Background: an optimization exercise with open tools, aiming at small area and a short achievable clock period. Do not read the settings as production practice.
At most, simulation tests tie the RTL to the original design; equivalence was not proved.
For run 5, only the layout was checked, not whether the RTL still works.
Power figures rest on the tool's default switching activity, not on a simulated workload.

==> design.v <==
module PE(
    input wire CLK,
    input wire RESET,
    input wire EN,
    input wire SELECTOR,
    input wire W_EN,
    input wire signed [7:0] active_left,
    output reg signed [7:0] active_right,
    input wire signed [15:0] in_sum,
    output reg signed [15:0] out_sum,
    input wire signed [7:0] in_weight_above,
    output wire signed [7:0] out_weight_below
    );
    reg signed [7:0] weight_1;
    reg signed [7:0] weight_2;
    wire en_n = ~EN;
    wire sel_n = ~SELECTOR;
    wire ld1 = EN & W_EN & SELECTOR;
    wire ld2 = EN & W_EN & ~SELECTOR;
    wire ld1_n = ~ld1;
    wire ld2_n = ~ld2;
    wire [7:0] w_n, a_n, ar_d, w1_d, w2_d, wb;
    wire [15:0] s_in;
    genvar gi;
    generate for (gi = 0; gi < 8; gi = gi + 1) begin : byte_sel
        pe_mux2i u_wn (.s(SELECTOR), .a1(weight_2[gi]), .a0(weight_1[gi]), .y(w_n[gi]));
        pe_nand2 u_an (.a(active_left[gi]), .b(EN), .y(a_n[gi]));
        pe_ao22 u_ar (.a1(EN), .a2(active_left[gi]), .b1(en_n), .b2(active_right[gi]), .x(ar_d[gi]));
        pe_ao22 u_w1 (.a1(ld1), .a2(in_weight_above[gi]), .b1(ld1_n), .b2(weight_1[gi]), .x(w1_d[gi]));
        pe_ao22 u_w2 (.a1(ld2), .a2(in_weight_above[gi]), .b1(ld2_n), .b2(weight_2[gi]), .x(w2_d[gi]));
        pe_ao22 u_wb (.a1(SELECTOR), .a2(weight_1[gi]), .b1(sel_n), .b2(weight_2[gi]), .x(wb[gi]));
    end endgenerate
    generate for (gi = 0; gi < 16; gi = gi + 1) begin : sum_sel
        pe_ao22 u_si (.a1(EN), .a2(in_sum[gi]), .b1(en_n), .b2(out_sum[gi]), .x(s_in[gi]));
    end endgenerate
    wire pp_0_0;
    pe_nor2 u_x1 (.a(w_n[0]), .b(a_n[0]), .y(pp_0_0));
    wire pp_0_1;
    pe_nor2 u_x2 (.a(w_n[0]), .b(a_n[1]), .y(pp_0_1));
    wire pp_0_2;
    pe_nor2 u_x3 (.a(w_n[0]), .b(a_n[2]), .y(pp_0_2));
    wire pp_0_3;
    pe_nor2 u_x4 (.a(w_n[0]), .b(a_n[3]), .y(pp_0_3));
    wire pp_0_4;
    pe_nor2 u_x5 (.a(w_n[0]), .b(a_n[4]), .y(pp_0_4));
    wire pp_0_5;
    pe_nor2 u_x6 (.a(w_n[0]), .b(a_n[5]), .y(pp_0_5));
    wire pp_0_6;
    pe_nor2 u_x7 (.a(w_n[0]), .b(a_n[6]), .y(pp_0_6));
    wire pp_0_7;
    pe_or2 u_x8 (.a(w_n[0]), .b(a_n[7]), .y(pp_0_7));
    wire pp_1_0;
    pe_nor2 u_x9 (.a(w_n[1]), .b(a_n[0]), .y(pp_1_0));
    wire pp_1_1;
    pe_nor2 u_x10 (.a(w_n[1]), .b(a_n[1]), .y(pp_1_1));
    wire pp_1_2;
    pe_nor2 u_x11 (.a(w_n[1]), .b(a_n[2]), .y(pp_1_2));
    wire pp_1_3;
    pe_nor2 u_x12 (.a(w_n[1]), .b(a_n[3]), .y(pp_1_3));
    wire pp_1_4;
    pe_nor2 u_x13 (.a(w_n[1]), .b(a_n[4]), .y(pp_1_4));
    wire pp_1_5;
    pe_nor2 u_x14 (.a(w_n[1]), .b(a_n[5]), .y(pp_1_5));
    wire pp_1_6;
    pe_nor2 u_x15 (.a(w_n[1]), .b(a_n[6]), .y(pp_1_6));
    wire pp_1_7;
    pe_or2 u_x16 (.a(w_n[1]), .b(a_n[7]), .y(pp_1_7));
    wire pp_2_0;
    pe_nor2 u_x17 (.a(w_n[2]), .b(a_n[0]), .y(pp_2_0));
    wire pp_2_1;
    pe_nor2 u_x18 (.a(w_n[2]), .b(a_n[1]), .y(pp_2_1));
    wire pp_2_2;
    pe_nor2 u_x19 (.a(w_n[2]), .b(a_n[2]), .y(pp_2_2));
    wire pp_2_3;
    pe_nor2 u_x20 (.a(w_n[2]), .b(a_n[3]), .y(pp_2_3));
    wire pp_2_4;
    pe_nor2 u_x21 (.a(w_n[2]), .b(a_n[4]), .y(pp_2_4));
    wire pp_2_5;
    pe_nor2 u_x22 (.a(w_n[2]), .b(a_n[5]), .y(pp_2_5));
    wire pp_2_6;
    pe_nor2 u_x23 (.a(w_n[2]), .b(a_n[6]), .y(pp_2_6));
    wire pp_2_7;
    pe_or2 u_x24 (.a(w_n[2]), .b(a_n[7]), .y(pp_2_7));
    wire pp_3_0;
    pe_nor2 u_x25 (.a(w_n[3]), .b(a_n[0]), .y(pp_3_0));
    wire pp_3_1;
    pe_nor2 u_x26 (.a(w_n[3]), .b(a_n[1]), .y(pp_3_1));
    wire pp_3_2;
    pe_nor2 u_x27 (.a(w_n[3]), .b(a_n[2]), .y(pp_3_2));
    wire pp_3_3;
    pe_nor2 u_x28 (.a(w_n[3]), .b(a_n[3]), .y(pp_3_3));
    wire pp_3_4;
    pe_nor2 u_x29 (.a(w_n[3]), .b(a_n[4]), .y(pp_3_4));
    wire pp_3_5;
    pe_nor2 u_x30 (.a(w_n[3]), .b(a_n[5]), .y(pp_3_5));
    wire pp_3_6;
    pe_nor2 u_x31 (.a(w_n[3]), .b(a_n[6]), .y(pp_3_6));
    wire pp_3_7;
    pe_or2 u_x32 (.a(w_n[3]), .b(a_n[7]), .y(pp_3_7));
    wire pp_4_0;
    pe_nor2 u_x33 (.a(w_n[4]), .b(a_n[0]), .y(pp_4_0));
    wire pp_4_1;
    pe_nor2 u_x34 (.a(w_n[4]), .b(a_n[1]), .y(pp_4_1));
    wire pp_4_2;
    pe_nor2 u_x35 (.a(w_n[4]), .b(a_n[2]), .y(pp_4_2));
    wire pp_4_3;
    pe_nor2 u_x36 (.a(w_n[4]), .b(a_n[3]), .y(pp_4_3));
    wire pp_4_4;
    pe_nor2 u_x37 (.a(w_n[4]), .b(a_n[4]), .y(pp_4_4));
    wire pp_4_5;
    pe_nor2 u_x38 (.a(w_n[4]), .b(a_n[5]), .y(pp_4_5));
    wire pp_4_6;
    pe_nor2 u_x39 (.a(w_n[4]), .b(a_n[6]), .y(pp_4_6));
    wire pp_4_7;
    pe_or2 u_x40 (.a(w_n[4]), .b(a_n[7]), .y(pp_4_7));
    wire pp_5_0;
    pe_nor2 u_x41 (.a(w_n[5]), .b(a_n[0]), .y(pp_5_0));
    wire pp_5_1;
    pe_nor2 u_x42 (.a(w_n[5]), .b(a_n[1]), .y(pp_5_1));
    wire pp_5_2;
    pe_nor2 u_x43 (.a(w_n[5]), .b(a_n[2]), .y(pp_5_2));
    wire pp_5_3;
    pe_nor2 u_x44 (.a(w_n[5]), .b(a_n[3]), .y(pp_5_3));
    wire pp_5_4;
    pe_nor2 u_x45 (.a(w_n[5]), .b(a_n[4]), .y(pp_5_4));
    wire pp_5_5;
    pe_nor2 u_x46 (.a(w_n[5]), .b(a_n[5]), .y(pp_5_5));
    wire pp_5_6;
    pe_nor2 u_x47 (.a(w_n[5]), .b(a_n[6]), .y(pp_5_6));
    wire pp_5_7;
    pe_or2 u_x48 (.a(w_n[5]), .b(a_n[7]), .y(pp_5_7));
    wire pp_6_0;
    pe_nor2 u_x49 (.a(w_n[6]), .b(a_n[0]), .y(pp_6_0));
    wire pp_6_1;
    pe_nor2 u_x50 (.a(w_n[6]), .b(a_n[1]), .y(pp_6_1));
    wire pp_6_2;
    pe_nor2 u_x51 (.a(w_n[6]), .b(a_n[2]), .y(pp_6_2));
    wire pp_6_3;
    pe_nor2 u_x52 (.a(w_n[6]), .b(a_n[3]), .y(pp_6_3));
    wire pp_6_4;
    pe_nor2 u_x53 (.a(w_n[6]), .b(a_n[4]), .y(pp_6_4));
    wire pp_6_5;
    pe_nor2 u_x54 (.a(w_n[6]), .b(a_n[5]), .y(pp_6_5));
    wire pp_6_6;
    pe_nor2 u_x55 (.a(w_n[6]), .b(a_n[6]), .y(pp_6_6));
    wire pp_6_7;
    pe_or2 u_x56 (.a(w_n[6]), .b(a_n[7]), .y(pp_6_7));
    wire pp_7_0;
    pe_or2 u_x57 (.a(w_n[7]), .b(a_n[0]), .y(pp_7_0));
    wire pp_7_1;
    pe_or2 u_x58 (.a(w_n[7]), .b(a_n[1]), .y(pp_7_1));
    wire pp_7_2;
    pe_or2 u_x59 (.a(w_n[7]), .b(a_n[2]), .y(pp_7_2));
    wire pp_7_3;
    pe_or2 u_x60 (.a(w_n[7]), .b(a_n[3]), .y(pp_7_3));
    wire pp_7_4;
    pe_or2 u_x61 (.a(w_n[7]), .b(a_n[4]), .y(pp_7_4));
    wire pp_7_5;
    pe_or2 u_x62 (.a(w_n[7]), .b(a_n[5]), .y(pp_7_5));
    wire pp_7_6;
    pe_or2 u_x63 (.a(w_n[7]), .b(a_n[6]), .y(pp_7_6));
    wire pp_7_7;
    pe_nor2 u_x64 (.a(w_n[7]), .b(a_n[7]), .y(pp_7_7));
    wire s65;
    wire c66;
    pe_ha u_x67 (.a(s_in[5]), .b(pp_0_5), .s(s65), .co(c66));
    wire s68;
    wire c69;
    pe_fa u_x70 (.a(s_in[6]), .b(pp_0_6), .ci(pp_1_5), .s(s68), .co(c69));
    wire s71;
    wire c72;
    pe_ha u_x73 (.a(pp_2_4), .b(pp_3_3), .s(s71), .co(c72));
    wire s74;
    wire c75;
    pe_fa u_x76 (.a(s_in[7]), .b(pp_0_7), .ci(pp_1_6), .s(s74), .co(c75));
    wire s77;
    wire c78;
    pe_fa u_x79 (.a(pp_2_5), .b(pp_3_4), .ci(pp_4_3), .s(s77), .co(c78));
    wire s80;
    wire c81;
    pe_ha u_x82 (.a(pp_5_2), .b(pp_6_1), .s(s80), .co(c81));
    wire s83;
    wire c84;
    pe_xnor2 u_x85 (.a(s_in[8]), .b(pp_1_7), .y(s83));
    pe_or2 u_x86 (.a(s_in[8]), .b(pp_1_7), .y(c84));
    wire s87;
    wire c88;
    pe_fa u_x89 (.a(pp_2_6), .b(pp_3_5), .ci(pp_4_4), .s(s87), .co(c88));
    wire s90;
    wire c91;
    pe_fa u_x92 (.a(pp_5_3), .b(pp_6_2), .ci(pp_7_1), .s(s90), .co(c91));
    wire s93;
    wire c94;
    pe_fa u_x95 (.a(s_in[9]), .b(pp_2_7), .ci(pp_3_6), .s(s93), .co(c94));
    wire s96;
    wire c97;
    pe_fa u_x98 (.a(pp_4_5), .b(pp_5_4), .ci(pp_6_3), .s(s96), .co(c97));
    wire s99;
    wire c100;
    pe_fa u_x101 (.a(s_in[10]), .b(pp_3_7), .ci(pp_4_6), .s(s99), .co(c100));
    wire s102;
    wire c103;
    pe_ha u_x104 (.a(s_in[3]), .b(pp_0_3), .s(s102), .co(c103));
    wire s105;
    wire c106;
    pe_fa u_x107 (.a(s_in[4]), .b(pp_0_4), .ci(pp_1_3), .s(s105), .co(c106));
    wire s108;
    wire c109;
    pe_ha u_x110 (.a(pp_2_2), .b(pp_3_1), .s(s108), .co(c109));
    wire s111;
    wire c112;
    pe_fa u_x113 (.a(pp_1_4), .b(pp_2_3), .ci(pp_3_2), .s(s111), .co(c112));
    wire s114;
    wire c115;
    pe_fa u_x116 (.a(pp_4_1), .b(pp_5_0), .ci(s65), .s(s114), .co(c115));
    wire s117;
    wire c118;
    pe_fa u_x119 (.a(pp_4_2), .b(pp_5_1), .ci(pp_6_0), .s(s117), .co(c118));
    wire s120;
    wire c121;
    pe_fa u_x122 (.a(c66), .b(s71), .ci(s68), .s(s120), .co(c121));
    wire s123;
    wire c124;
    pe_fa u_x125 (.a(pp_7_0), .b(c72), .ci(s80), .s(s123), .co(c124));
    wire s126;
    wire c127;
    pe_fa u_x128 (.a(c69), .b(s74), .ci(s77), .s(s126), .co(c127));
    wire s129;
    wire c130;
    pe_fa u_x131 (.a(s83), .b(c81), .ci(c75), .s(s129), .co(c130));
    wire s132;
    wire c133;
    pe_fa u_x134 (.a(c78), .b(s87), .ci(s90), .s(s132), .co(c133));
    wire s135;
    wire c136;
    pe_fa u_x137 (.a(pp_7_2), .b(c84), .ci(c88), .s(s135), .co(c136));
    wire s138;
    wire c139;
    pe_fa u_x140 (.a(c91), .b(s93), .ci(s96), .s(s138), .co(c139));
    wire s141;
    wire c142;
    pe_fa u_x143 (.a(pp_5_5), .b(pp_6_4), .ci(pp_7_3), .s(s141), .co(c142));
    wire s144;
    wire c145;
    pe_fa u_x146 (.a(c94), .b(c97), .ci(s99), .s(s144), .co(c145));
    wire s147;
    wire c148;
    pe_fa u_x149 (.a(s_in[11]), .b(pp_4_7), .ci(pp_5_6), .s(s147), .co(c148));
    wire s150;
    wire c151;
    pe_fa u_x152 (.a(pp_6_5), .b(pp_7_4), .ci(c100), .s(s150), .co(c151));
    wire s153;
    wire c154;
    pe_fa u_x155 (.a(s_in[12]), .b(pp_5_7), .ci(pp_6_6), .s(s153), .co(c154));
    wire s156;
    wire c157;
    pe_ha u_x158 (.a(s_in[2]), .b(pp_0_2), .s(s156), .co(c157));
    wire s159;
    wire c160;
    pe_fa u_x161 (.a(pp_1_2), .b(pp_2_1), .ci(pp_3_0), .s(s159), .co(c160));
    wire s162;
    wire c163;
    pe_fa u_x164 (.a(pp_4_0), .b(c103), .ci(s108), .s(s162), .co(c163));
    wire s165;
    wire c166;
    pe_fa u_x167 (.a(c109), .b(c106), .ci(s111), .s(s165), .co(c166));
    wire s168;
    wire c169;
    pe_fa u_x170 (.a(c112), .b(s117), .ci(c115), .s(s168), .co(c169));
    wire s171;
    wire c172;
    pe_fa u_x173 (.a(c118), .b(s123), .ci(c121), .s(s171), .co(c172));
    wire s174;
    wire c175;
    pe_fa u_x176 (.a(c124), .b(s129), .ci(c127), .s(s174), .co(c175));
    wire s177;
    wire c178;
    pe_fa u_x179 (.a(c130), .b(s135), .ci(c133), .s(s177), .co(c178));
    wire s180;
    wire c181;
    pe_fa u_x182 (.a(s141), .b(c136), .ci(c139), .s(s180), .co(c181));
    wire s183;
    wire c184;
    pe_fa u_x185 (.a(c142), .b(s147), .ci(c145), .s(s183), .co(c184));
    wire s186;
    wire c187;
    pe_fa u_x188 (.a(pp_7_5), .b(c148), .ci(s153), .s(s186), .co(c187));
    wire s189;
    wire c190;
    pe_fa u_x191 (.a(s_in[13]), .b(pp_6_7), .ci(pp_7_6), .s(s189), .co(c190));
    wire s192;
    wire c193;
    pe_ha u_x194 (.a(s_in[1]), .b(pp_0_1), .s(s192), .co(c193));
    wire s195;
    wire c196;
    pe_fa u_x197 (.a(pp_1_1), .b(pp_2_0), .ci(s156), .s(s195), .co(c196));
    wire s198;
    wire c199;
    pe_fa u_x200 (.a(c157), .b(s102), .ci(s159), .s(s198), .co(c199));
    wire s201;
    wire c202;
    pe_fa u_x203 (.a(c160), .b(s105), .ci(s162), .s(s201), .co(c202));
    wire s204;
    wire c205;
    pe_fa u_x206 (.a(c163), .b(s114), .ci(s165), .s(s204), .co(c205));
    wire s207;
    wire c208;
    pe_fa u_x209 (.a(c166), .b(s120), .ci(s168), .s(s207), .co(c208));
    wire s210;
    wire c211;
    pe_fa u_x212 (.a(s126), .b(c169), .ci(s171), .s(s210), .co(c211));
    wire s213;
    wire c214;
    pe_fa u_x215 (.a(s132), .b(c172), .ci(s174), .s(s213), .co(c214));
    wire s216;
    wire c217;
    pe_fa u_x218 (.a(s138), .b(c175), .ci(s177), .s(s216), .co(c217));
    wire s219;
    wire c220;
    pe_fa u_x221 (.a(s144), .b(c178), .ci(s180), .s(s219), .co(c220));
    wire s222;
    wire c223;
    pe_fa u_x224 (.a(s150), .b(c181), .ci(s183), .s(s222), .co(c223));
    wire s225;
    wire c226;
    pe_fa u_x227 (.a(c151), .b(s186), .ci(c184), .s(s225), .co(c226));
    wire s228;
    wire c229;
    pe_fa u_x230 (.a(c154), .b(s189), .ci(c187), .s(s228), .co(c229));
    wire s231;
    wire c232;
    pe_fa u_x233 (.a(s_in[14]), .b(pp_7_7), .ci(c190), .s(s231), .co(c232));
    wire [15:0] rx = {s_in[15], s231, s228, c223, c220, c217, c214, c211, c208, c205, c202, c199, c196, c193, pp_1_0, s_in[0]};
    wire [15:0] ry = {c232, c229, c226, s225, s222, s219, s216, s213, s210, s207, s204, s201, s198, s195, s192, pp_0_0};
    wire [15:0] sum;
    wire t234, rc235;
    pe_ha u_x236 (.a(rx[0]), .b(ry[0]), .s(t234), .co(rc235));
    assign sum[0] = t234;
    wire t237, rc238;
    pe_fa u_x239 (.a(rx[1]), .b(ry[1]), .ci(rc235), .s(t237), .co(rc238));
    assign sum[1] = t237;
    wire t240, rc241;
    pe_fa u_x242 (.a(rx[2]), .b(ry[2]), .ci(rc238), .s(t240), .co(rc241));
    assign sum[2] = t240;
    wire t243, rc244;
    pe_fa u_x245 (.a(rx[3]), .b(ry[3]), .ci(rc241), .s(t243), .co(rc244));
    assign sum[3] = t243;
    wire g4, p4;
    pe_ha u_x246 (.a(rx[4]), .b(ry[4]), .s(p4), .co(g4));
    wire g5, p5;
    pe_ha u_x247 (.a(rx[5]), .b(ry[5]), .s(p5), .co(g5));
    wire g6, p6;
    pe_ha u_x248 (.a(rx[6]), .b(ry[6]), .s(p6), .co(g6));
    wire g7, p7;
    pe_ha u_x249 (.a(rx[7]), .b(ry[7]), .s(p7), .co(g7));
    wire g8, p8;
    pe_ha u_x250 (.a(rx[8]), .b(ry[8]), .s(p8), .co(g8));
    wire g9, p9;
    pe_ha u_x251 (.a(rx[9]), .b(ry[9]), .s(p9), .co(g9));
    wire g10, p10;
    pe_ha u_x252 (.a(rx[10]), .b(ry[10]), .s(p10), .co(g10));
    wire g11, p11;
    pe_ha u_x253 (.a(rx[11]), .b(ry[11]), .s(p11), .co(g11));
    wire g12, p12;
    pe_ha u_x254 (.a(rx[12]), .b(ry[12]), .s(p12), .co(g12));
    wire g13, p13;
    pe_ha u_x255 (.a(rx[13]), .b(ry[13]), .s(p13), .co(g13));
    wire g14, p14;
    pe_ha u_x256 (.a(rx[14]), .b(ry[14]), .s(p14), .co(g14));
    wire g15, p15;
    pe_ha u_x257 (.a(rx[15]), .b(ry[15]), .s(p15), .co(g15));
    wire G258 = g4 | (p4 & rc244);
    wire G259 = g6 | (p6 & g5);
    wire P260 = p6 & p5;
    wire G261 = g8 | (p8 & g7);
    wire P262 = p8 & p7;
    wire G263 = g10 | (p10 & g9);
    wire P264 = p10 & p9;
    wire G265 = g12 | (p12 & g11);
    wire P266 = p12 & p11;
    wire G267 = g14 | (p14 & g13);
    wire P268 = p14 & p13;
    wire G269 = g5 | (p5 & G258);
    wire G270 = G259 | (P260 & G258);
    wire G271 = g9 | (p9 & G261);
    wire P272 = p9 & P262;
    wire G273 = G263 | (P264 & G261);
    wire P274 = P264 & P262;
    wire G275 = g13 | (p13 & G265);
    wire P276 = p13 & P266;
    wire G277 = G267 | (P268 & G265);
    wire P278 = P268 & P266;
    wire G279 = g7 | (p7 & G270);
    wire G280 = G261 | (P262 & G270);
    wire G281 = G271 | (P272 & G270);
    wire G282 = G273 | (P274 & G270);
    wire G283 = g15 | (p15 & G277);
    wire P284 = p15 & P278;
    wire G285 = g11 | (p11 & G282);
    wire G286 = G265 | (P266 & G282);
    wire G287 = G275 | (P276 & G282);
    wire G288 = G277 | (P278 & G282);
    wire G289 = G283 | (P284 & G282);
    pe_xor2 u_x290 (.a(p4), .b(rc244), .y(sum[4]));
    pe_xor2 u_x291 (.a(p5), .b(G258), .y(sum[5]));
    pe_xor2 u_x292 (.a(p6), .b(G269), .y(sum[6]));
    pe_xor2 u_x293 (.a(p7), .b(G270), .y(sum[7]));
    pe_xor2 u_x294 (.a(p8), .b(G279), .y(sum[8]));
    pe_xor2 u_x295 (.a(p9), .b(G280), .y(sum[9]));
    pe_xor2 u_x296 (.a(p10), .b(G281), .y(sum[10]));
    pe_xor2 u_x297 (.a(p11), .b(G282), .y(sum[11]));
    pe_xor2 u_x298 (.a(p12), .b(G285), .y(sum[12]));
    pe_xor2 u_x299 (.a(p13), .b(G286), .y(sum[13]));
    pe_xor2 u_x300 (.a(p14), .b(G287), .y(sum[14]));
    pe_xnor2 u_x301 (.a(p15), .b(G288), .y(sum[15]));
    always @(negedge RESET or posedge CLK) begin
        if (~RESET) begin
            out_sum <= 0;
            active_right <= 0;
            weight_1 <= 0;
            weight_2 <= 0;
        end else begin
            out_sum <= sum;
            active_right <= ar_d;
            weight_1 <= w1_d;
            weight_2 <= w2_d;
        end
    end
    assign out_weight_below = wb;
endmodule
module pe_fa(input wire a, input wire b, input wire ci, output wire s, output wire co);
    assign {co, s} = a + b + ci;
endmodule
module pe_ha(input wire a, input wire b, output wire s, output wire co);
    assign {co, s} = a + b;
endmodule
module pe_ao22(input wire a1, input wire a2, input wire b1, input wire b2, output wire x);
    assign x = (a1 & a2) | (b1 & b2);
endmodule
module pe_mux2i(input wire s, input wire a1, input wire a0, output wire y);
    assign y = ~(s ? a1 : a0);
endmodule
module pe_nand2(input wire a, input wire b, output wire y);
    assign y = ~(a & b);
endmodule
module pe_nor2(input wire a, input wire b, output wire y);
    assign y = ~(a | b);
endmodule
module pe_or2(input wire a, input wire b, output wire y);
    assign y = a | b;
endmodule
module pe_xor2(input wire a, input wire b, output wire y);
    assign y = a ^ b;
endmodule
module pe_xnor2(input wire a, input wire b, output wire y);
    assign y = ~(a ^ b);
endmodule
module pe_xor3(input wire a, input wire b, input wire c, output wire y);
    assign y = a ^ b ^ c;
endmodule
==> flow/run.sh <==
#!/bin/bash
# Standard layout, but the port buffers are the smallest buffer cell.
set -euo pipefail
export BUFFER_PORTS_ARGS="-buffer_cell sky130_fd_sc_hd__buf_1"
bash standard.sh finish > flow_standard.log 2>&1
==> standard.sh <==
#!/bin/bash
# synth_recipe.tcl (not shown) runs the flow's synth.tcl, then flattens the netlist and writes it again
# the make line also repeats each setting of config.mk as NAME=value (left out here)
make -C /OpenROAD-flow-scripts/flow DESIGN_CONFIG=/design/flow/config.mk WORK_HOME=/design/flow/orfs CLKGATE_MAP_FILE= SYNTH_SCRIPT=/design/flow/synth_recipe.tcl "${@:-finish}"
==> config.mk <==
export PLATFORM = sky130hd
export DESIGN_NAME = PE
export DESIGN_NICKNAME = PE
export VERILOG_FILES = /design/flow/design.v
export SDC_FILE = /design/flow/constraint.sdc
export NUM_CORES = 4
export LEC_CHECK = 0
export CAP_MARGIN = 20
export CORE_MARGIN = 2
export CORE_UTILIZATION = 40
export GPL_TIMING_DRIVEN = 0
export SETUP_SLACK_MARGIN = 0
export SLEW_MARGIN = 20
export SYNTH_HIERARCHICAL = 1
==> constraint.sdc <==
create_clock -name core_clock -period 5.5 [get_ports {CLK}]
set_input_delay 1.1000 -clock core_clock [delete_from_list [all_inputs] [get_ports {CLK}]]
set_output_delay 1.1000 -clock core_clock [all_outputs]
set_load 0.01 [all_outputs]
==> results.py, run 1 <==
metrics = {
    "placement": {
        "gp_routability_congestion": 0.8144,
        "dp_hpwl_um": 6126,
        "portBuffers": 68,
        "pre_cts_slack_ns": -0.6711,
    },
    "logic_synthesis": {
        "synth_cell_types": 24,
        "synthArstFlopShare_pct": 100.0,
        "synth_common_cells": "51 x fa_1, 50 x nor2_1, 48 x a22o_1",
        "seq_area_frac_synth_pct": 29.43,
        "synth.largest_area_cell": "fa_1",
        "synthesis.area_mm2": 0.003401,
        "ys_ff_latch": 40,
        "syn_inst": 285,
        "synth_warnings": 7,
        "synth_edf_count": 0,
        "synth_top_area_share_pct": 30.02,
        "synthTopCellsByArea": "fa_1 30%, dfrtp_1 29%, a22o_1 12%, ha_1 7.4%, nor2_1 5.5%",
        "synth_most_common_cell": "fa_1",
        "syn_area_per_cell_um2": 11.93,
        "synth_flop_cell": "dfrtp_1",
        "syn_nets": 393,
    },
    "detailed_routing": {
        "routed_wl_um": 8046,
        "route.vias.total": 2501,
        "remaining_drc_errors": 0,
        "via_per_inst": 5.321,
        "ant_nets": 0,
        "drt_pass1_iterations": 4,
        "first_iter_violations": 67,
        "wl_per_cell_um": 17.12,
    },
    "grt": {
        "grt_first_pass_wirelength_um": 13170,
        "grt_pass1_vias": 2602,
        "track_usage_pct": 18.99,
        "top_usage_layer": "met2",
        "grt_util_met3_pct": 2.584,
        "gr-total-overflow": 0,
        "grtUsageMet2_pct": 29.57,
        "antenna_found_initial": 0,
        "grt_max_degree": 37,
        "grtUsageMet1_pct": 28.11,
    },
    "timing": {
        "finalCritPeriodShare_pct": 94.40,
        "rsz0062_at_grt": "no",
        "max_clock_freq_mhz": 192.6,
        "final.min_clock_period_ns": 5.192,
        "final-max-slew-violation-count": 0,
        "final.setup.worst_slack_ns": 0.3080,
        "hold_violations": 0,
        "slew_headroom_pct": 62.63,
        "finalSetupViolCount": 0,
        "tightest_slew_ns": 0.5497,
        "finalClockSkew_ns": 0.006196,
    },
    "critical_path": {
        "cp.required_ns": 5.69,
        "critPathCaptureType": "flop",
        "crit_arrival_ns": 5.38,
        "slowest_delay_ns": 0.57,
        "path_buf_inv": 1,
        "path_common_cell": "fa_1",
        "worst_setup_path_start_kind": "input pin",
        "critPathKind": "input pin to flop",
        "crit_chain": "clkbuf_4 -> mux2i_2 -> nor2_1 -> fa_1 -> fa_1 -> fa_1 -> fa_1 -> ha_1 -> a21oi_1 -> o21ai_0 -> a22oi_1 -> nand2b_1 -> a21o_1 -> xor2_1",
        "path_max_fanout": 18,
        "slowest_stage": "mux2i_2",
        "cp_top_family": "adder cells",
    },
    "worst_hold_path": {
        "min_path_type": "flop to flop",
    },
    "die": {
        "initial_core_util_pct": 41.39,
        "fp-row-count": 33,
        "die_h_um": 96.21,
        "die_area_mm2": 0.009255,
        "num_io_pins": 69,
        "die_w_um": 96.21,
        "core_area_mm2": 0.008217,
    },
    "clock_tree": {
        "clk_path_buf_depth": 2,
        "cts_sinks": 40,
        "clk_pin_slew_ns": 0.09,
        "root_buffer": "clkbuf_8",
        "cts_buffers": 5,
        "holdBufCountCts": 0,
        "insertion_delay_ns": 0.30,
        "cts_tree": "built",
        "htreeDepth": 2,
    },
    "pwr": {
        "ir_drop_uv": 410.3,
        "p_leak_nw": 1.832,
        "p_total_mw": 1.896,
        "p_per_area_mw_per_mm2": 469.7,
    },
    "flow_run": {
        "drv_cap": 0,
    },
    "final_layout": {
        "fillerInstances": 774,
        "drive_above_1_share_pct": 7.671,
        "area_delta_synth_final_pct": 18.73,
        "n_antenna_cell": 0,
        "layout.nets": 472,
    },
    "run_status": {
        "status": "finished clean",
    },
}
-- registers in the layout, summed over array words and instances (netlist names) --
signal,cells
active_right,8
weight_2,8
weight_1,8
out_sum,16
-- per-module statistics from Yosys, one instance, submodules excluded, excerpt --
| module | times used | flip-flops and latches |
|---|---|---|
| pe_nor2 | 50 | 0 |
| pe_ao22 | 48 | 0 |
| PE | 1 | 40 |
| pe_xnor2 | 2 | 0 |
| pe_xor2 | 11 | 0 |
| pe_or2 | 15 | 0 |
| pe_nand2 | 8 | 0 |
| pe_ha | 20 | 0 |
-- worst reg2reg max path: stages, from the launching register on --
cell and delay, ns:
dfrtp_1 0.41, mux2i_2 0.47, nor2_1 0.13, fa_1 0.44, fa_1 0.46, fa_1 0.52, fa_1 0.43, ha_1 0.35
a21oi_1 0.15, o21ai_0 0.12, a22oi_1 0.27, nand2b_1 0.13, a21o_1 0.20, xor2_1 0.16
-- metal layers --
| metal | vias to the layer above | share of wire (%) |
|---|---|---|
| met5 | - | 0 |
| met1 | 1263 | 48 |
| met2 | 72 | 46 |
| li1 | 1164 | - |
| met3 | 2 | 5.3 |
| met4 | 0 | 0.36 |
-- cell usage in the layout, fill, tap and decap left out, drive strengths merged --
cell type  count
xnor2          2
nand3          3
a22oi          1
bufinv         1
a41o           1
ha            20
clkbuf         6
nor2          50
or2           16
a21oi          5
o22ai          1
o21ai          3
nand2         11
nand2b         1
a21o           6
and4           1
xor2          11
a22o          48
buf           70
clkinvlp       3
inv            6
dfrtp         40
mux2i          8
fa            51
-- cells by family (layout without fill, tap and decap cells) --
family | after synthesis | in the layout | synth area share (%)
flip-flops | 40 | 40 | 29.43
multiplexers | 8 | 8 | 2.355
buffers and inverters | 6 | 86 | 0.6622
adder cells (fa/ha/maj) | 71 | 71 | 37.38
AND/OR/NAND/NOR | 82 | 82 | 10.63
AO/OA/AOI/OAI | 65 | 65 | 16.19
XOR/XNOR | 13 | 13 | 3.348
-- final cells by class --
cell class / instances / area (µm²) / area share, %
multi-input cells: 239 / 2460 / 60.92
repair buffers: 71 / 299.0 / 7.406
clock inverters: 3 / 46.29 / 1.147
repair inverters: 1 / 5.005 / 0.1240
inverters: 6 / 26.28 / 0.6508
flip-flops and latches: 40 / 1001 / 24.79
well taps: 105 / 131.4 / 3.254
clock buffers: 5 / 68.82 / 1.704
-- final timing paths --
path | start | endpoint | slack [ns] | cells after the start
worst max register to register | weight_2[6]$_DFF_PN0_ | out_sum[13]$_DFF_PN0_ | 1.16 | 13
worst min-delay path | active_right[0]$_DFF_PN0_ | active_right[0]$_DFF_PN0_ | 0.50 | 1
worst max-delay path | SELECTOR | out_sum[13]$_DFF_PN0_ | 0.31 | 14
worst min register to register | active_right[0]$_DFF_PN0_ | active_right[0]$_DFF_PN0_ | 0.50 | 1
max in group asynchronous | RESET | weight_1[7]$_DFF_PN0_ | 4.34 | 2
min in group asynchronous | RESET | out_sum[6]$_DFF_PN0_ | 0.70 | 1
-- what timing repair did --
action,CTS,global route
resized for setup,11,10
setup buffers,0,2
setup endpoints to repair,6,5
cloned,1,0
-- power by group --
group          internal, mW  total, mW  switching, mW
registers             0.396      0.450         0.0541
clock network         0.137      0.257          0.120
logic                 0.531       1.19          0.659
-- per-stage QoR --
step                instances  cell area [µm²]  setup TNS (ns)  hold slack, ns  utilization (%)
global route              470             4038               0          0.5164            49.14
finish                    470             4038               0          0.5028            49.14
CTS                       468             3970               0          0.5085            48.32
floorplan                 285             3401               0          0.4852                -
detailed placement        459             3810          -3.568          0.4826            46.37
global placement          458             3787          -12.48          0.4793            46.09
==> run 2: changes to the inputs <==
--- a/config.mk
+++ b/config.mk
@@ -10,5 +10,5 @@
 export CORE_UTILIZATION = 40
 export GPL_TIMING_DRIVEN = 0
-export SETUP_SLACK_MARGIN = 0
+export SETUP_SLACK_MARGIN = 0.5
 export SLEW_MARGIN = 20
 export SYNTH_HIERARCHICAL = 1
==> results.py, run 2 <==
metrics = {
    "detailed_routing": {
        "via_per_inst": 5.328,
        "drt_pass1_iterations": 4,
        "remaining_drc_errors": 0,
        "ant_nets": 0,
        "first_iter_violations": 89,
        "wl_per_cell_um": 17.06,
        "route.vias.total": 2563,
        "routed_wl_um": 8208,
    },
    "grt": {
        "grt_pass1_vias": 2616,
        "antenna_found_initial": 0,
        "track_usage_pct": 19.16,
        "grt_first_pass_wirelength_um": 13300,
        "grt_max_degree": 37,
        "gr-total-overflow": 0,
    },
    "final_layout": {
        "n_antenna_cell": 0,
        "regMostFlops": "out_sum",
        "final_common_cell": "buf_1",
        "largest_register_ffs": 16,
        "layout.nets": 483,
        "final_area_mm2": 0.004214,
        "area_delta_synth_final_pct": 23.91,
        "layout.cells.non_filler": 481,
        "final_cell_mix": "65 x buf_1, 51 x fa_1, 50 x nor2_1",
        "drive_above_1_share_pct": 11.97,
        "fillerInstances": 758,
        "post-route-util_pct": 51.29,
    },
    "clock_tree": {
        "clk_pin_slew_ns": 0.09,
        "root_buffer": "clkbuf_8",
        "clk_path_buf_depth": 2,
        "insertion_delay_ns": 0.30,
        "cts_buffers": 5,
        "cts_tree": "built",
        "cts_sinks": 40,
        "htreeDepth": 2,
    },
    "placement": {
        "gp_routability_congestion": 0.8144,
        "placed_cell_area_mm2": 0.003810,
        "portBuffers": 68,
        "dp_hpwl_um": 6126,
        "dp.cells": 459,
        "pre_cts_slack_ns": -0.6711,
    },
    "logic_synthesis": {
        "ys_ff_latch": 40,
        "syn_area_per_cell_um2": 11.93,
        "synth_most_common_cell": "fa_1",
        "seq_area_frac_synth_pct": 29.43,
        "syn_nets": 393,
        "syn_inst": 285,
        "synth_common_cells": "51 x fa_1, 50 x nor2_1, 48 x a22o_1",
        "synthArstFlopShare_pct": 100.0,
        "synth_flop_cell": "dfrtp_1",
        "synth_top_area_share_pct": 30.02,
        "synth_edf_count": 0,
        "synthesis.area_mm2": 0.003401,
        "synth_cell_types": 24,
        "synth_warnings": 7,
        "synthTopCellsByArea": "fa_1 30%, dfrtp_1 29%, a22o_1 12%, ha_1 7.4%, nor2_1 5.5%",
        "synth.largest_area_cell": "fa_1",
    },
    "die": {
        "num_io_pins": 69,
        "die_h_um": 96.21,
        "initial_core_util_pct": 41.39,
        "fp-row-count": 33,
        "core_area_mm2": 0.008217,
        "die_w_um": 96.21,
        "die_area_mm2": 0.009255,
    },
    "pwr": {
        "p_leak_nw": 1.896,
        "ir_drop_uv": 415.4,
        "p_total_mw": 2.032,
        "p_per_area_mw_per_mm2": 482.2,
    },
    "timing": {
        "tightest_slew_ns": 0.4877,
        "max_clock_freq_mhz": 206.1,
        "slew_headroom_pct": 67.31,
        "rsz0062_at_grt": "no",
        "finalClockSkew_ns": 0.005804,
        "final.min_clock_period_ns": 4.852,
        "hold_violations": 0,
        "whs_ns": 0.5019,
        "finalCritPeriodShare_pct": 88.22,
        "tns_ns": 0,
        "finalSetupViolCount": 0,
        "final-max-slew-violation-count": 0,
        "final.setup.worst_slack_ns": 0.6482,
    },
    "critical_path": {
        "critPathKind": "input pin to flop",
        "worst_setup_path_start_kind": "input pin",
        "cp.required_ns": 5.69,
        "critPathCaptureType": "flop",
        "crit_arrival_ns": 5.04,
        "path_max_fanout": 36,
    },
    "worst_hold_path": {
        "min_path_type": "flop to flop",
    },
    "run_status": {
        "status": "finished clean",
    },
    "flow_run": {
        "drv_cap": 0,
    },
}
run 2: cell types whose count changed in the layout (fill, tap and decap cells not counted), sizes merged:
cell,change
buf,+12
clkbuf,-1
run 2: critical path, stage by stage:
cell	delay [ns]
buf_16	0.18
clkinvlp_4	0.11
buf_4	0.17
buf_4	0.16
a22o_1	0.21
ha_1	0.31
fa_1	0.38
fa_1	0.51
fa_1	0.42
ha_1	0.35
a21oi_2	0.19
o22ai_2	0.13
or2_4	0.26
a21o_1	0.20
a21o_1	0.19
xor2_1	0.16
run 2: path summary, 6_finish.rpt:
kind | startpoint | to | cells after the start | slack [ns]
min | active_right[0]$_DFF_PN0_ | active_right[0]$_DFF_PN0_ | 1 | 0.50
min in group asynchronous | RESET | out_sum[3]$_DFF_PN0_ | 1 | 0.70
max in group asynchronous | RESET | weight_1[7]$_DFF_PN0_ | 2 | 4.34
max | EN | out_sum[10]$_DFF_PN0_ | 16 | 0.65
min reg2reg | active_right[0]$_DFF_PN0_ | active_right[0]$_DFF_PN0_ | 1 | 0.50
max reg2reg | weight_1[0]$_DFF_PN0_ | out_sum[10]$_DFF_PN0_ | 13 | 1.36
run 2: routing by layer:
layer,share of wire [%],track usage [%]
met5,0,0
met4,0.71,3.929
met3,4.0,2.584
met1,49,28.59
met2,47,29.98
run 2: area by class of cell:
cell class | count | area [µm²] | share of cell area (%)
flip-flops and latches | 40 | 1001 | 23.75
multi-input cells | 239 | 2526 | 59.95
repair inverters | 1 | 5.005 | 0.1188
clock inverters | 3 | 46.29 | 1.099
well taps | 105 | 131.4 | 3.118
inverters | 6 | 26.28 | 0.6235
clock buffers | 5 | 68.82 | 1.633
repair buffers | 82 | 409.1 | 9.709
run 2: report_power, final:
part	switching, mW	internal [mW]	leakage, nW
logic	0.701	0.625	1.36
registers	0.0554	0.396	0.485
clock network	0.117	0.137	0.0548
total	0.874	1.16	1.90
run 2: kinds of logic after synthesis:
family	synth area share, %
muxes	2.355
and+or+nand+nor	10.63
xor gates and xnor gates	3.348
buffers and inverters	0.6622
adders and majority gates	37.38
DFF	29.43
AOI/OAI and AO/OA	16.19
run 2: per-module statistics from Yosys, one instance, submodules excluded:
| module | copies in the design | area, µm² | flip-flops and latches |
|---|---|---|---|
| pe_ha | 20 | 12.51 | 0 |
| pe_nand2 | 8 | 3.754 | 0 |
| pe_fa | 51 | 20.02 | 0 |
| pe_mux2i | 8 | 10.01 | 0 |
| pe_xor2 | 11 | 8.758 | 0 |
| pe_xnor2 | 2 | 8.758 | 0 |
| pe_ao22 | 48 | 8.758 | 0 |
| pe_or2 | 15 | 6.256 | 0 |
| pe_nor2 | 50 | 3.754 | 0 |
| PE | 1 | 1204 | 40 |
run 2: repair_timing:
| item | 4_1_cts | 5_1_grt |
|---|---|---|
| setup buffers | 3 | 10 |
| cloned | 1 | 0 |
| pin swaps | 0 | 1 |
| setup endpoints to repair | 8 | 5 |
| hold endpoints to repair | 0 | 0 |
| hold buffers | 0 | 0 |
| gates resized for setup | 27 | 9 |
==> run 3: changes to the inputs <==
--- a/config.mk
+++ b/config.mk
@@ -8,7 +8,7 @@
 export CAP_MARGIN = 20
 export CORE_MARGIN = 2
-export CORE_UTILIZATION = 40
+export CORE_UTILIZATION = 65
 export GPL_TIMING_DRIVEN = 0
-export SETUP_SLACK_MARGIN = 0.5
+export SETUP_SLACK_MARGIN = 0
 export SLEW_MARGIN = 20
 export SYNTH_HIERARCHICAL = 1
==> results.py, run 3 <==
metrics = {
    "run_status": {
        "status": "finished clean",
    },
    "logic_synthesis": {
        "synth_most_common_cell": "fa_1",
        "synth_top_family_by_area": "adder cells",
        "synthAdderAreaFrac_pct": 37.38,
        "syn_area_per_cell_um2": 11.93,
        "synth_warnings": 7,
        "synth-compound-area-share_pct": 16.19,
        "syn_nets": 393,
        "seq_area_frac_synth_pct": 29.43,
        "yosys.area_share.simple_pct": 10.63,
        "synth_top_area_share_pct": 30.02,
        "synth.largest_area_cell": "fa_1",
        "ys_ff_latch": 40,
        "synthesis.area_mm2": 0.003401,
        "synthArstFlopShare_pct": 100.0,
        "synth_common_cells": "51 x fa_1, 50 x nor2_1, 48 x a22o_1",
        "synth_edf_count": 0,
        "syn_inst": 285,
        "synthMuxAreaShare_pct": 2.355,
        "synth_flop_cell": "dfrtp_1",
        "synthTopCellsByArea": "fa_1 30%, dfrtp_1 29%, a22o_1 12%, ha_1 7.4%, nor2_1 5.5%",
        "synth_cell_types": 24,
        "synth-xor-area-share_pct": 3.348,
    },
    "pwr": {
        "p_leak_nw": 1.837,
        "ir_drop_uv": 565.2,
        "p_total_mw": 1.890,
        "p_per_area_mw_per_mm2": 472.4,
    },
    "timing": {
        "max_clock_freq_mhz": 194.5,
        "finalSetupViolCount": 0,
        "final-max-slew-violation-count": 0,
        "tightest_slew_ns": 0.5056,
        "slew_headroom_pct": 65.63,
        "rsz0062_at_grt": "no",
        "final.min_clock_period_ns": 5.141,
        "finalClockSkew_ns": 0.009582,
        "finalCritPeriodShare_pct": 93.47,
        "hold_violations": 0,
    },
    "critical_path": {
        "r2r_cells": 13,
        "worst_setup_path_start_kind": "input pin",
        "critPathKind": "input pin to flop",
        "cp.required_ns": 5.69,
        "r2r_slack_ns": 1.20,
        "crit_chain": "clkbuf_4 -> mux2i_2 -> nor2_1 -> fa_1 -> fa_1 -> fa_1 -> fa_1 -> ha_1 -> a21oi_1 -> o21ai_0 -> a22oi_1 -> nand2b_1 -> a21o_1 -> xor2_1",
        "reg2reg_to": "out_sum[13]$_DFF_PN0_",
        "slowest_stage": "fa_1",
        "r2r_start": "weight_2[1]$_DFF_PN0_",
        "path_common_cell": "fa_1",
        "path_max_fanout": 18,
        "crit_arrival_ns": 5.33,
        "worstSetupStartpoint": "SELECTOR",
        "critPathCaptureType": "flop",
        "slowest_delay_ns": 0.54,
    },
    "placement": {
        "dp_hpwl_um": 5879,
        "placed_cell_area_mm2": 0.003766,
        "portBuffers": 68,
        "gp_routability_congestion": 0.8425,
    },
    "grt": {
        "antenna_found_initial": 0,
        "grt_pass1_vias": 2753,
        "gr-total-overflow": 0,
        "grt_max_degree": 37,
        "track_usage_pct": 29.81,
        "grt_first_pass_wirelength_um": 13520,
    },
    "clock_tree": {
        "insertion_delay_ns": 0.30,
        "clk_path_buf_depth": 2,
        "cts_sinks": 40,
        "clk_pin_slew_ns": 0.09,
        "htreeDepth": 2,
        "cts_buffers": 5,
        "root_buffer": "clkbuf_8",
        "cts_tree": "built",
    },
    "detailed_routing": {
        "wl_per_cell_um": 18.26,
        "first_iter_violations": 142,
        "drt_pass1_iterations": 4,
        "route.vias.total": 2622,
        "via_per_inst": 6.014,
        "remaining_drc_errors": 0,
        "ant_nets": 0,
        "routed_wl_um": 7960,
    },
    "final_layout": {
        "area_delta_synth_final_pct": 17.66,
        "final_area_mm2": 0.004001,
        "layout.nets": 473,
        "n_antenna_cell": 0,
        "post-route-util_pct": 78.85,
        "final_cell_mix": "65 x buf_1, 51 x fa_1, 50 x nor2_1",
        "drive_above_1_share_pct": 7.923,
        "final_common_cell": "buf_1",
        "fillerInstances": 330,
        "largest_register_ffs": 16,
        "regMostFlops": "out_sum",
    },
    "flow_run": {
        "drv_cap": 0,
    },
    "worst_hold_path": {
        "hold_depth": 1,
        "worstHoldStart": "active_right[2]$_DFF_PN0_",
        "min_path_type": "flop to flop",
        "holdPathEnd": "active_right[2]$_DFF_PN0_",
    },
    "die": {
        "die_w_um": 76.33,
        "die_h_um": 76.33,
        "die_area_mm2": 0.005826,
        "initial_core_util_pct": 67.01,
        "core_area_mm2": 0.005075,
        "num_io_pins": 69,
        "fp-row-count": 26,
    },
}
## run 3: logic make-up (layout without fill, tap and decap cells)
logic type / count (synthesis) / in the layout
AND/OR/NAND/NOR: 82 / 82
adder cells (fa/ha/maj): 71 / 71
AO/OA/AOI/OAI: 65 / 65
flip-flops: 40 / 40
XOR/XNOR: 13 / 13
multiplexers: 8 / 8
buffers and inverters: 6 / 87
## run 3: cell type report
| class | count | area, µm² | area share [%] |
|---|---|---|---|
| tap | 70 | 87.58 | 2.189 |
| inverter | 6 | 26.28 | 0.6567 |
| multi-input combinational | 239 | 2460 | 61.48 |
| clock buffer | 5 | 68.82 | 1.720 |
| timing repair inverter | 1 | 5.005 | 0.1251 |
| sequential | 40 | 1001 | 25.02 |
| clock inverter | 3 | 46.29 | 1.157 |
| timing repair buffer | 72 | 306.5 | 7.661 |
## run 3: per-stage QoR
stage / hold slack (ns) / setup slack [ns] / TNS, ns / cells
6_report: 0.5041 / 0.3593 / 0 / 436
5_1_grt: 0.5283 / 0.06054 / 0 / 436
4_1_cts: 0.5074 / 0.006893 / 0 / 433
3_5_place_dp: 0.4868 / -0.6085 / -3.230 / 424
3_3_place_gp: 0.4772 / -1.354 / -10.31 / 423
2_1_floorplan: 0.4852 / 0.7155 / 0 / 285
## run 3: worst max-delay path by stage
| stage | endpoint | cells after the start |
|---|---|---|
| 5_1_grt | out_sum[13]$_DFF_PN0_ | 14 |
| 4_1_cts | out_sum[13]$_DFF_PN0_ | 14 |
| 3_5_place_dp | out_sum[13]$_DFF_PN0_ | 14 |
| 2_1_floorplan | out_sum[13]$_DFF_PN0_ | 13 |
| 3_3_place_gp | out_sum[15]$_DFF_PN0_ | 14 |
| 6_report | out_sum[13]$_DFF_PN0_ | 14 |
## run 3: modules after synthesis (local to each module, per instance)
module / area [µm²] / times used
pe_or2: 6.256 / 15
pe_xnor2: 8.758 / 2
pe_nor2: 3.754 / 50
pe_ha: 12.51 / 20
pe_mux2i: 10.01 / 8
PE: 1204 / 1
pe_nand2: 3.754 / 8
pe_ao22: 8.758 / 48
pe_xor2: 8.758 / 11
pe_fa: 20.02 / 51
## run 3: power by group
part	leakage [nW]	switching (mW)	internal, mW
Sequential	0.485	0.0558	0.396
Combinational	1.30	0.652	0.534
Clock	0.0548	0.116	0.137
## run 3: repair_timing
item | in CTS | in global routing
gates cloned | 1 | 0
hold buffers | 0 | 0
setup endpoints to repair | 6 | 5
setup buffers | 0 | 3
resized for setup | 8 | 13
## run 3: worst max-delay path: cells and delay by family
family                     cells  cell delay, ns
adders and majority gates      5            2.21
muxes                          1            0.53
and+or+nand+nor                2            0.23
buffers and inverters          1            0.35
AOI/OAI and AO/OA              4            0.74
xor gates and xnor gates       1            0.16
## run 3: per-layer routing
metal / up-vias / GRT usage [%] / wire [µm]
met5: - / 0 / 0
met2: 100 / 49.56 / 4072
met1: 1347 / 41.83 / 3292
met4: 0 / 6.000 / 66
met3: 7 / 5.687 / 528
li1: 1168 / - / -
==> run 4: changes to the inputs <==
==> flow/run.sh (replaced) <==
#!/bin/bash
# Standard layout with two changes: the port buffers are the smallest buffer
# cell, and clock tree synthesis inserts no dummy loads.
set -euo pipefail
export BUFFER_PORTS_ARGS="-buffer_cell sky130_fd_sc_hd__buf_1"
export CTS_ARGS="-sink_clustering_enable -repair_clock_nets -dont_use_dummy_load"
bash standard.sh finish > flow_standard.log 2>&1
--- a/config.mk
+++ b/config.mk
@@ -10,5 +10,5 @@
 export CORE_UTILIZATION = 65
 export GPL_TIMING_DRIVEN = 0
-export SETUP_SLACK_MARGIN = 0
+export SETUP_SLACK_MARGIN = 0.5
 export SLEW_MARGIN = 20
 export SYNTH_HIERARCHICAL = 1
==> results.py, run 4 <==
metrics = {
    "pwr": {
        "p_int_mw": 1.097,
        "comb_power_share_pct": 67.4,
        "ir_drop_uv": 598.8,
        "power_frac_seq_pct": 23.5,
        "power.share.clock_pct": 9.1,
        "p_sw_share_pct": 43.33,
        "p_total_mw": 1.936,
        "p_per_area_mw_per_mm2": 469.8,
        "p_leak_nw": 1.873,
        "p_switching_mw": 0.8390,
    },
    "timing": {
        "finalSetupViolCount": 0,
        "max_clock_freq_mhz": 206.6,
        "finalCritPeriodShare_pct": 88.03,
        "final.min_clock_period_ns": 4.841,
        "final.setup.worst_slack_ns": 0.6586,
        "hold_violations": 0,
        "whs_ns": 0.5006,
        "slew_headroom_pct": 67.82,
        "finalClockSkew_ns": 0.01858,
        "tightest_slew_ns": 0.4800,
        "rsz0062_at_grt": "no",
        "final-max-slew-violation-count": 0,
    },
    "flow_run": {
        "drv_cap": 0,
    },
    "grt": {
        "grt_first_pass_wirelength_um": 13670,
        "gr-total-overflow": 0,
        "antenna_found_initial": 0,
        "grt_max_degree": 37,
        "track_usage_pct": 30.09,
        "grt_pass1_vias": 2782,
    },
    "placement": {
        "dp_hpwl_um": 5879,
        "gp_routability_congestion": 0.8425,
        "pre_cts_slack_ns": -0.6085,
        "placed_cell_area_mm2": 0.003766,
        "portBuffers": 68,
    },
    "clock_tree": {
        "insertion_delay_ns": 0.30,
        "root_buffer": "clkbuf_8",
        "cts_buffers": 5,
        "holdBufCountCts": 0,
        "htreeDepth": 2,
        "clk_pin_slew_ns": 0.07,
        "cts_sinks": 40,
        "cts_tree": "built",
        "clk_path_buf_depth": 2,
    },
    "final_layout": {
        "layout.nets": 482,
        "final_area_mm2": 0.004121,
        "register_area_mm2": 0.001001,
        "multi_input_area_mm2": 0.002534,
        "n_antenna_cell": 0,
        "fillerInstances": 309,
        "post-route-util_pct": 81.21,
        "final_common_cell": "buf_1",
        "drive_above_1_share_pct": 11.29,
        "regMostFlops": "out_sum",
        "final_cell_mix": "65 x buf_1, 51 x fa_1, 50 x nor2_1",
        "largest_register_ffs": 16,
        "area_delta_synth_final_pct": 21.19,
    },
    "detailed_routing": {
        "wl_per_cell_um": 18.15,
        "ant_nets": 0,
        "drt_pass1_iterations": 4,
        "via_per_inst": 6.032,
        "route.vias.total": 2666,
        "remaining_drc_errors": 0,
        "routed_wl_um": 8024,
        "first_iter_violations": 142,
    },
    "die": {
        "die_w_um": 76.33,
        "core_area_mm2": 0.005075,
        "num_io_pins": 69,
        "die_h_um": 76.33,
        "die_area_mm2": 0.005826,
        "fp-row-count": 26,
        "initial_core_util_pct": 67.01,
    },
    "critical_path": {
        "slowest_delay_ns": 0.54,
        "crit_arrival_ns": 5.02,
        "r2r_cells": 13,
        "reg2reg_to": "out_sum[15]$_DFF_PN0_",
        "cp.required_ns": 5.68,
        "r2r_start": "weight_1[4]$_DFF_PN0_",
        "path_common_cell": "fa_1",
        "slowest_stage": "fa_1",
        "cp_top_family": "adder cells",
        "worst_setup_path_start_kind": "input pin",
        "critPathCaptureType": "flop",
        "critPathKind": "input pin to flop",
        "path_buf_inv": 4,
        "path_max_fanout": 36,
        "r2r_slack_ns": 1.35,
        "crit_chain": "buf_12 -> clkinvlp_4 -> buf_4 -> buf_4 -> a22o_1 -> ha_1 -> fa_1 -> fa_1 -> fa_1 -> ha_4 -> a21oi_2 -> o22ai_2 -> or2_4 -> a21o_1 -> a21o_1 -> xor2_1",
    },
    "logic_synthesis": {
        "synth_most_common_cell": "fa_1",
        "synth_top_area_share_pct": 30.02,
        "synthesis.area_mm2": 0.003401,
        "syn_area_per_cell_um2": 11.93,
        "synth.largest_area_cell": "fa_1",
        "syn_nets": 393,
        "synthTopCellsByArea": "fa_1 30%, dfrtp_1 29%, a22o_1 12%, ha_1 7.4%, nor2_1 5.5%",
        "synthArstFlopShare_pct": 100.0,
        "synth_edf_count": 0,
        "synth_cell_types": 24,
        "synth_warnings": 7,
        "synth_flop_cell": "dfrtp_1",
        "ys_ff_latch": 40,
        "synth_common_cells": "51 x fa_1, 50 x nor2_1, 48 x a22o_1",
        "seq_area_frac_synth_pct": 29.43,
        "syn_inst": 285,
    },
    "worst_hold_path": {
        "worstHoldStart": "active_right[2]$_DFF_PN0_",
        "holdPathEnd": "active_right[2]$_DFF_PN0_",
        "min_path_type": "flop to flop",
        "hold_depth": 1,
    },
    "run_status": {
        "status": "finished clean",
    },
}
## run 4: logic make-up (layout without fill, tap and decap cells)
kind of cell	count (synthesis)	in the layout	synth area share (%)
flip-flops	40	40	29.43
XOR/XNOR	13	13	3.348
multiplexers	8	8	2.355
AO/OA/AOI/OAI	65	65	16.19
buffers and inverters	6	93	0.6622
AND/OR/NAND/NOR	82	82	10.63
adder cells (fa/ha/maj)	71	71	37.38
## run 4: final cells by class
| type | instances | area share [%] |
|---|---|---|
| Timing Repair Buffer | 81 | 9.684 |
| Inverter | 6 | 0.6375 |
| Multi-Input combinational cell | 239 | 61.48 |
| Clock buffer | 5 | 1.670 |
| Timing Repair inverter | 1 | 0.1214 |
| Tap cell | 70 | 2.125 |
| Sequential cell | 40 | 24.29 |
## run 4: power by group through the flow
| stage | sequential [mW] | clock [mW] | combinational, mW |
|---|---|---|---|
| 2_1_floorplan | 0.474 | 0 | 0.856 |
| 3_3_place_gp | 0.445 | 0 | 1.13 |
| 3_5_place_dp | 0.448 | 0 | 1.15 |
| 4_1_cts | 0.452 | 0.183 | 1.20 |
| 5_1_grt | 0.465 | 0.194 | 1.46 |
| 6_report | 0.456 | 0.176 | 1.30 |
## run 4: metrics by stage
step,TNS [ns],std cells
finish,0,442
floorplan,0,285
CTS,0,434
global route,0,442
global placement,-10.31,423
detailed placement,-3.230,424
## run 4: worst max-delay path by stage
stage	start	end	slack (ns)	cells past startpoint
after floorplan	SELECTOR	out_sum[13]$_DFF_PN0_	0.72	13
after global placement	EN	out_sum[15]$_DFF_PN0_	-1.35	14
after detailed placement	SELECTOR	out_sum[13]$_DFF_PN0_	-0.61	14
after CTS	EN	out_sum[13]$_DFF_PN0_	0.50	14
after global routing	EN	out_sum[10]$_DFF_PN0_	0.51	16
final	EN	out_sum[10]$_DFF_PN0_	0.66	16
## run 4: timing repair
item	CTS	global route
cloned	1	0
buffers inserted	4	8
endpoints found under the setup margin	8	5
resized for setup	25	12
pin swaps	0	2
## run 4: layer usage
| metal | share of wire [%] | track usage (%) | vias up |
|---|---|---|---|
| met5 | 0 | 0 | - |
| met4 | 1.4 | 8.000 | 0 |
| met3 | 6.2 | 6.635 | 11 |
| met2 | 50 | 48.67 | 106 |
| met1 | 42 | 42.01 | 1369 |
| li1 | - | - | 1180 |
## run 4: per-module statistics from Yosys (local to each module, per instance)
module,cells,cell area [µm²],flops+latches,copies in the design
pe_xor2,1,8.758,0,11
pe_fa,1,20.02,0,51
pe_nor2,1,3.754,0,50
pe_ha,1,12.51,0,20
pe_mux2i,1,10.01,0,8
pe_or2,1,6.256,0,15
pe_xnor2,1,8.758,0,2
PE,72,1204,40,1
pe_ao22,1,8.758,0,48
pe_nand2,1,3.754,0,8
==> run 5: changes to the inputs <==
--- a/design.v
+++ b/design.v
@@ -381,37 +381,31 @@
     wire G267 = g14 | (p14 & g13);
     wire P268 = p14 & p13;
-    wire G269 = g5 | (p5 & G258);
-    wire G270 = G259 | (P260 & G258);
-    wire G271 = g9 | (p9 & G261);
-    wire P272 = p9 & P262;
-    wire G273 = G263 | (P264 & G261);
-    wire P274 = P264 & P262;
-    wire G275 = g13 | (p13 & G265);
-    wire P276 = p13 & P266;
-    wire G277 = G267 | (P268 & G265);
-    wire P278 = P268 & P266;
-    wire G279 = g7 | (p7 & G270);
-    wire G280 = G261 | (P262 & G270);
-    wire G281 = G271 | (P272 & G270);
-    wire G282 = G273 | (P274 & G270);
-    wire G283 = g15 | (p15 & G277);
-    wire P284 = p15 & P278;
-    wire G285 = g11 | (p11 & G282);
-    wire G286 = G265 | (P266 & G282);
-    wire G287 = G275 | (P276 & G282);
-    wire G288 = G277 | (P278 & G282);
-    wire G289 = G283 | (P284 & G282);
-    pe_xor2 u_x290 (.a(p4), .b(rc244), .y(sum[4]));
-    pe_xor2 u_x291 (.a(p5), .b(G258), .y(sum[5]));
-    pe_xor2 u_x292 (.a(p6), .b(G269), .y(sum[6]));
-    pe_xor2 u_x293 (.a(p7), .b(G270), .y(sum[7]));
-    pe_xor2 u_x294 (.a(p8), .b(G279), .y(sum[8]));
-    pe_xor2 u_x295 (.a(p9), .b(G280), .y(sum[9]));
-    pe_xor2 u_x296 (.a(p10), .b(G281), .y(sum[10]));
-    pe_xor2 u_x297 (.a(p11), .b(G282), .y(sum[11]));
-    pe_xor2 u_x298 (.a(p12), .b(G285), .y(sum[12]));
-    pe_xor2 u_x299 (.a(p13), .b(G286), .y(sum[13]));
-    pe_xor2 u_x300 (.a(p14), .b(G287), .y(sum[14]));
-    pe_xnor2 u_x301 (.a(p15), .b(G288), .y(sum[15]));
+    wire G269 = G259 | (P260 & G258);
+    wire G270 = G263 | (P264 & G261);
+    wire P271 = P264 & P262;
+    wire G272 = G267 | (P268 & G265);
+    wire P273 = P268 & P266;
+    wire G274 = G270 | (P271 & G269);
+    wire G275 = G272 | (P273 & G274);
+    wire G276 = G261 | (P262 & G269);
+    wire G277 = G265 | (P266 & G274);
+    wire G278 = g5 | (p5 & G258);
+    wire G279 = g7 | (p7 & G269);
+    wire G280 = g9 | (p9 & G276);
+    wire G281 = g11 | (p11 & G274);
+    wire G282 = g13 | (p13 & G277);
+    wire G283 = g15 | (p15 & G275);
+    pe_xor2 u_x284 (.a(p4), .b(rc244), .y(sum[4]));
+    pe_xor2 u_x285 (.a(p5), .b(G258), .y(sum[5]));
+    pe_xor2 u_x286 (.a(p6), .b(G278), .y(sum[6]));
+    pe_xor2 u_x287 (.a(p7), .b(G269), .y(sum[7]));
+    pe_xor2 u_x288 (.a(p8), .b(G279), .y(sum[8]));
+    pe_xor2 u_x289 (.a(p9), .b(G276), .y(sum[9]));
+    pe_xor2 u_x290 (.a(p10), .b(G280), .y(sum[10]));
+    pe_xor2 u_x291 (.a(p11), .b(G274), .y(sum[11]));
+    pe_xor2 u_x292 (.a(p12), .b(G281), .y(sum[12]));
+    pe_xor2 u_x293 (.a(p13), .b(G277), .y(sum[13]));
+    pe_xor2 u_x294 (.a(p14), .b(G282), .y(sum[14]));
+    pe_xnor2 u_x295 (.a(p15), .b(G275), .y(sum[15]));
     always @(negedge RESET or posedge CLK) begin
         if (~RESET) begin
==> results.py, run 5 <==
metrics = {
    "die": {
        "core_area_mm2": 0.005075,
        "initial_core_util_pct": 67.16,
        "num_io_pins": 69,
        "die_h_um": 76.41,
        "die_w_um": 76.41,
        "die_area_mm2": 0.005838,
        "fp-row-count": 26,
    },
    "placement": {
        "portBuffers": 68,
        "dp_hpwl_um": 5864,
        "placed_cell_area_mm2": 0.003774,
        "pre_cts_slack_ns": -0.4825,
        "gp_routability_congestion": 0.8754,
        "dp.cells": 430,
    },
    "final_layout": {
        "layout.cells.non_filler": 444,
        "drive_above_1_share_pct": 8.021,
        "layout.nets": 484,
        "post-route-util_pct": 79.56,
        "fillerInstances": 351,
        "final_area_mm2": 0.004038,
        "regMostFlops": "out_sum",
        "final_cell_mix": "65 x buf_1, 56 x nor2_1, 51 x fa_1",
        "area_delta_synth_final_pct": 18.47,
        "final_common_cell": "buf_1",
        "n_antenna_cell": 0,
        "largest_register_ffs": 16,
    },
    "logic_synthesis": {
        "syn_area_per_cell_um2": 11.71,
        "synth.largest_area_cell": "fa_1",
        "synth_cell_types": 23,
        "synthArstFlopShare_pct": 100.0,
        "synthTopCellsByArea": "fa_1 30%, dfrtp_1 29%, a22o_1 12%, ha_1 7.3%, nor2_1 6.2%",
        "synth_flop_cell": "dfrtp_1",
        "synthesis.area_mm2": 0.003408,
        "synth_top_area_share_pct": 29.96,
        "seq_area_frac_synth_pct": 29.37,
        "ys_ff_latch": 40,
        "synth_most_common_cell": "nor2_1",
        "synth_warnings": 7,
        "synth_edf_count": 0,
        "syn_inst": 291,
        "synth_common_cells": "56 x nor2_1, 51 x fa_1, 48 x a22o_1",
        "syn_nets": 399,
    },
    "timing": {
        "finalCritPeriodShare_pct": 86.65,
        "tns_ns": 0,
        "hold_violations": 0,
        "finalClockSkew_ns": 0.01830,
        "final.min_clock_period_ns": 4.766,
        "final.setup.worst_slack_ns": 0.7345,
        "slew_headroom_pct": 68.53,
        "final-max-slew-violation-count": 0,
        "max_clock_freq_mhz": 209.8,
        "tightest_slew_ns": 0.4694,
        "finalSetupViolCount": 0,
        "whs_ns": 0.4968,
        "rsz0062_at_grt": "no",
    },
    "detailed_routing": {
        "via_per_inst": 6.079,
        "drt_pass1_iterations": 7,
        "ant_nets": 0,
        "remaining_drc_errors": 0,
        "first_iter_violations": 175,
        "route.vias.total": 2699,
        "wl_per_cell_um": 18.14,
        "routed_wl_um": 8052,
    },
    "pwr": {
        "p_per_area_mw_per_mm2": 475.4,
        "p_leak_nw": 1.840,
        "p_total_mw": 1.919,
        "ir_drop_uv": 521.7,
    },
    "grt": {
        "track_usage_pct": 31.10,
        "antenna_found_initial": 0,
        "gr-total-overflow": 0,
        "grt_first_pass_wirelength_um": 14120,
        "grt_pass1_vias": 2889,
        "grt_max_degree": 37,
    },
    "clock_tree": {
        "root_buffer": "clkbuf_8",
        "htreeDepth": 2,
        "clk_path_buf_depth": 2,
        "clk_pin_slew_ns": 0.07,
        "cts_buffers": 5,
        "cts_sinks": 40,
        "insertion_delay_ns": 0.30,
        "cts_tree": "built",
    },
    "critical_path": {
        "path_max_fanout": 36,
        "path_buf_inv": 2,
        "slowest_delay_ns": 0.54,
        "cp.required_ns": 5.68,
        "path_common_cell": "fa_1",
        "crit_arrival_ns": 4.94,
        "cp_top_family": "adder cells",
        "worst_setup_path_start_kind": "input pin",
        "critPathKind": "input pin to flop",
        "slowest_stage": "fa_1",
        "critPathCaptureType": "flop",
        "crit_chain": "buf_8 -> clkinvlp_4 -> a22o_1 -> fa_1 -> fa_1 -> fa_1 -> fa_1 -> ha_1 -> a21oi_1 -> o21ai_0 -> a21o_1 -> a21o_1 -> xor2_1",
    },
    "flow_run": {
        "drv_cap": 0,
    },
    "run_status": {
        "status": "finished clean",
    },
    "worst_hold_path": {
        "min_path_type": "flop to flop",
    },
}
[run 5: worst paths after layout]
path,from,to,slack (ns),cells past startpoint
worst max-delay path,EN,out_sum[12]$_DFF_PN0_,0.73,13
worst min-delay path,active_right[7]$_DFF_PN0_,active_right[7]$_DFF_PN0_,0.50,1
worst max register to register,weight_2[0]$_DFF_PN0_,out_sum[12]$_DFF_PN0_,1.46,12
worst min register to register,active_right[7]$_DFF_PN0_,active_right[7]$_DFF_PN0_,0.50,1
max in group asynchronous,RESET,active_right[2]$_DFF_PN0_,4.32,2
min in group asynchronous,RESET,out_sum[11]$_DFF_PN0_,0.72,1
[run 5: cells by family after synthesis]
group                    synth area share (%)
AO/OA/AOI/OAI                           16.15
XOR/XNOR                                3.341
adder cells (fa/ha/maj)                 37.30
buffers and inverters                  0.4404
flip-flops                              29.37
multiplexers                            2.350
AND/OR/NAND/NOR                         11.05
[run 5: report_power, final]
| group | internal (mW) | leakage [nW] | switching (mW) |
|---|---|---|---|
| clock network | 0.0819 | 0.0359 | 0.0973 |
| logic | 0.572 | 1.32 | 0.712 |
| registers | 0.397 | 0.485 | 0.0590 |
| total | 1.05 | 1.84 | 0.868 |
[run 5: worst reg2reg max path: stages, from the launching register on]
cell     delay (ns)
dfrtp_1        0.44
mux2i_4        0.15
or2_1          0.26
fa_1           0.43
fa_1           0.49
fa_1           0.54
fa_1           0.42
ha_1           0.36
a21oi_1        0.20
o21ai_0        0.11
a21o_1         0.19
a21o_1         0.19
xor2_1         0.15
[run 5: per-module statistics from Yosys, one instance, submodules excluded, excerpt]
module	flops+latches	cells inside	area [µm²]	times used
pe_mux2i	0	1	10.01	8
pe_fa	0	1	20.02	51
pe_ha	0	1	12.51	20
pe_xor2	0	1	8.758	11
pe_or2	0	1	6.256	15
pe_xnor2	0	1	8.758	2
pe_nor2	0	1	3.754	50
pe_nand2	0	1	3.754	8
[run 5: repair_timing]
| item | CTS | global route |
|---|---|---|
| gates cloned | 1 | 0 |
| setup endpoints to repair | 9 | 4 |
| setup buffers | 2 | 6 |
| gates resized for setup | 23 | 5 |
| hold buffers | 0 | 0 |
| pin swaps | 0 | 0 |
[run 5: layer usage]
layer / share of wire (%) / track usage [%] / vias to the layer above
li1: - / - / 1197
met1: 40 / 43.13 / 1373
met2: 52 / 50.62 / 116
met3: 6.7 / 5.569 / 13
met4: 1.4 / 10.00 / 0
met5: 0 / 0 / -
[run 5: cell type report]
class                      instances  area (µm²)  share of cell area (%)
clock buffer                       5       68.82                   1.704
inverter                           4       18.77                  0.4648
multi-input combinational        247        2501                   61.95
sequential                        40        1001                   24.79
tap                               70       87.58                   2.169
timing repair buffer              77       355.3                   8.801
timing repair inverter             1       5.005                  0.1240

## what the ideal ports hide
The results above use ideal ports. As a check the final layouts listed here were re-extracted and re-timed, cells and wires unchanged. Step 1: set_driving_cell puts a clkbuf_16 on CLK and a buf_2 on each other input, an assumption about the parent block. Step 2 moves the port delays by t, midway between the first and last clock arrival at a register: inputs arrive t later, outputs are due t later. That takes back most of the time a late clock gives input paths. Slacks: ideal ports / drivers / drivers and shift; pairs: ideal ports / drivers.
run | t (ns) | setup WS [ns] | worst setup path after step 2 | clock arrival spread, ns | worst register clock-pin slew, ns
run 1 | 0.331 | 0.308 / 0.311 / -0.019 | input to register | 0.007 / 0.007 | 0.09 / 0.09
run 2 | 0.328 | 0.648 / 0.591 / 0.263 | input to register | 0.007 / 0.007 | 0.09 / 0.09
run 3 | 0.327 | 0.359 / 0.363 / 0.036 | input to register | 0.010 / 0.010 | 0.09 / 0.09
run 4 | 0.316 | 0.659 / 0.623 / 0.307 | input to register | 0.019 / 0.020 | 0.08 / 0.08
run 5 | 0.316 | 0.734 / 0.709 / 0.393 | input to register | 0.019 / 0.018 | 0.09 / 0.09
Met with ideal ports but missed after step 2: setup timing in run 1. The setup slack of run 2, which loses most, moves by -0.057 ns with the drivers and by -0.385 ns with both steps.
